What follows belongs to an exercise in optimizing a design on an open flow for small area and few clock cycles per item; a production flow would make more cautious choices. The RTL was checked by simulation tests, not by an equivalence proof against the original design.

// mul_op
module mul_op #(parameter INPUTS = 2,
		parameter OUTPUTS = 1,
		parameter DATA_IN_SIZE = 32,
		parameter DATA_OUT_SIZE = 32)
		(
		input clk,
		input rst,
		input [INPUTS * (DATA_IN_SIZE)- 1 : 0]data_in_bus,
		input [INPUTS - 1 : 0]valid_in_bus,
		output [INPUTS - 1 : 0] ready_in_bus,
		output [OUTPUTS * (DATA_OUT_SIZE) - 1 : 0]data_out_bus,
		output [OUTPUTS - 1 : 0]valid_out_bus,
		input 	[OUTPUTS - 1 : 0] ready_out_bus
);
For scale: roughly 1400 cells after synthesis, ~33 flip-flops, ~12000 µm² of cells after synthesis.
clock: 8.0 ns
lec_check: 0
abc_area: 1
cap_margin: 20
core_margin: 2
core_utilization: 40
gpl_timing_driven: 0
slew_margin: 20
synth_hierarchical: 1
standard.sh (not shown) runs the stock make flow with config.mk's settings and CLKGATE_MAP_FILE= SYNTH_SCRIPT=/design/flow/synth_recipe.tcl, a recipe that flattens the netlist after the stock synthesis.
==> flow/flow/run.sh <==
#!/bin/bash
set -euo pipefail
cd "$(dirname "$0")/.."
bash standard.sh 'BUFFER_PORTS_ARGS=-buffer_cell sky130_fd_sc_hd__buf_1' finish > standard_sh.log 2>&1 || { tail -50 standard_sh.log; exit 1; }
tail -5 standard_sh.log
ls -l out/final.def
Testbench counts at the start, summed over its fixed seeds: cycles 12,008, items 12,000.
Rerun with:
==> flow/flow/run.sh (replaced) <==
#!/bin/bash
# The standard layout (standard.sh) with two changes to how it is made:
#  - ABC's area script for the synthesis's technology mapping is flow/abc_area.script
#    (run from a copy of ORFS's scripts folder that differs only in that file);
#  - the port buffers are made from the smallest buffer cell, buf_1.
# The synthesis is otherwise the standard one (synth_recipe.tcl), so the registers
# and their names are the standard synthesis's.
set -euo pipefail
cd "$(dirname "$0")/.."
W=$PWD
rm -rf "$W/scripts_abc"
cp -r "$FLOW_HOME/scripts" "$W/scripts_abc"
cp "$W/flow/abc_area.script" "$W/scripts_abc/abc_area.script"
diff -r "$FLOW_HOME/scripts" "$W/scripts_abc" > scripts_diff.log 2>&1 || true
bash standard.sh "SCRIPTS_DIR=$W/scripts_abc" 'BUFFER_PORTS_ARGS=-buffer_cell sky130_fd_sc_hd__buf_1' finish > standard_sh.log 2>&1 || { tail -50 standard_sh.log; exit 1; }
tail -5 standard_sh.log
ls -l out/final.def
==> flow/flow/abc_area.script (new file) <==
strash
dch
amap
topo
- GPL_TIMING_DRIVEN: 0 -> default
After rerunning: Cell area went down by 0.88%; sequential share of layout area is about the same.
Rerun with:
--- a/flow/flow/run.sh
+++ b/flow/flow/run.sh
@@ -2 +2 @@
-# The standard layout (standard.sh) with two changes to how it is made:
+# The standard layout (standard.sh) with three changes to how it is made:
@@ -5 +5,2 @@
-#  - the port buffers are made from the smallest buffer cell, buf_1.
+#  - the port buffers are made from the smallest buffer cell, buf_1;
+#  - clock tree synthesis uses clkbuf_8 for its root and tree buffers and adds no dummy loads.
@@ -15 +16,2 @@
-bash standard.sh "SCRIPTS_DIR=$W/scripts_abc" 'BUFFER_PORTS_ARGS=-buffer_cell sky130_fd_sc_hd__buf_1' finish > standard_sh.log 2>&1 || { tail -50 standard_sh.log; exit 1; }
+bash standard.sh "SCRIPTS_DIR=$W/scripts_abc" 'BUFFER_PORTS_ARGS=-buffer_cell sky130_fd_sc_hd__buf_1' \
+  'CTS_ARGS=-sink_clustering_enable -repair_clock_nets -root_buf sky130_fd_sc_hd__clkbuf_8 -buf_list sky130_fd_sc_hd__clkbuf_8 -dont_use_dummy_load' finish > standard_sh.log 2>&1 || { tail -50 standard_sh.log; exit 1; }
==> flow/flow/abc_area.script (replaced) <==
strash
dch
map -a
topo
- CORE_UTILIZATION: 40 -> 60
- CTS_BUF_LIST: default -> sky130_fd_sc_hd__clkbuf_8
- GPL_TIMING_DRIVEN: default -> 0
- PLACE_DENSITY: default -> 0.75
Effect: Setup slack loses 100 ps. Final cell count came out lower by 23%. Wire length came out lower by 12%.
Rerun with:
==> flow/flow/run.sh (replaced) <==
#!/bin/bash
# The standard layout (standard.sh) with two changes to how it is made:
#  - ABC's area script for the synthesis's technology mapping is flow/abc_area.script
#    (run from a copy of ORFS's scripts folder that differs only in that file);
#  - the port buffers are made from the smallest buffer cell, buf_1.
# The synthesis is otherwise the standard one (synth_recipe.tcl), so the registers
# and their names are the standard synthesis's.
set -euo pipefail
cd "$(dirname "$0")/.."
W=$PWD
rm -rf "$W/scripts_abc"
cp -r "$FLOW_HOME/scripts" "$W/scripts_abc"
cp "$W/flow/abc_area.script" "$W/scripts_abc/abc_area.script"
diff -r "$FLOW_HOME/scripts" "$W/scripts_abc" > scripts_diff.log 2>&1 || true
bash standard.sh "SCRIPTS_DIR=$W/scripts_abc" 'BUFFER_PORTS_ARGS=-buffer_cell sky130_fd_sc_hd__buf_1' finish > standard_sh.log 2>&1 || { tail -50 standard_sh.log; exit 1; }
tail -5 standard_sh.log
ls -l out/final.def
- CORE_UTILIZATION: 60 -> 40
- CTS_BUF_LIST: sky130_fd_sc_hd__clkbuf_8 -> default
- GPL_TIMING_DRIVEN: 0 -> default
- PLACE_DENSITY: 0.75 -> default
Final area grows by about 4%. Count of clock-buffer cells in the layout grows by 1. Wire length grows by 8.6%. Via count stays flat. Clock skew shrinks by 12 ps. First-iteration DRC count shrinks by 34%. Core utilization shrinks by 21 points. Setup slack gets better by 130 ps. Register-to-register slack gets worse by 130 ps.

-- separate check: timing with driven ports --
In the flow no input, the clock included, has a driving cell. The finished layouts below were timed again as built, in two steps. Step 1 (the two cells are an assumption about what drives the block):
set clk [get_ports {clk}]
set_driving_cell -lib_cell sky130_fd_sc_hd__clkbuf_16 $clk
set_driving_cell -lib_cell sky130_fd_sc_hd__buf_2 [delete_from_list [all_inputs] $clk]
Step 2, shift: input delay + t, output delay - t, t = (earliest + latest rising clock arrival at the registers) / 2. This alone moves slack from input paths to output paths. Three values: ideal, step 1, step 2; two values: the first two.
run	t, ns	setup slack, ns	worst setup path at the end
the first run	0.330	0.262 / 0.282 / -0.048	input to register
the second run	0.344	0.431 / 0.456 / 0.113	input to register
the third run	0.363	0.327 / 0.344 / -0.019	input to register
the fourth run	0.351	0.459 / 0.485 / 0.134	input to register
With both steps, setup timing fails in the first run and the third run, where it was met with ideal ports. The setup slack of the third run, which loses most, moves by +0.017 ns with the drivers and by -0.346 ns with both steps.
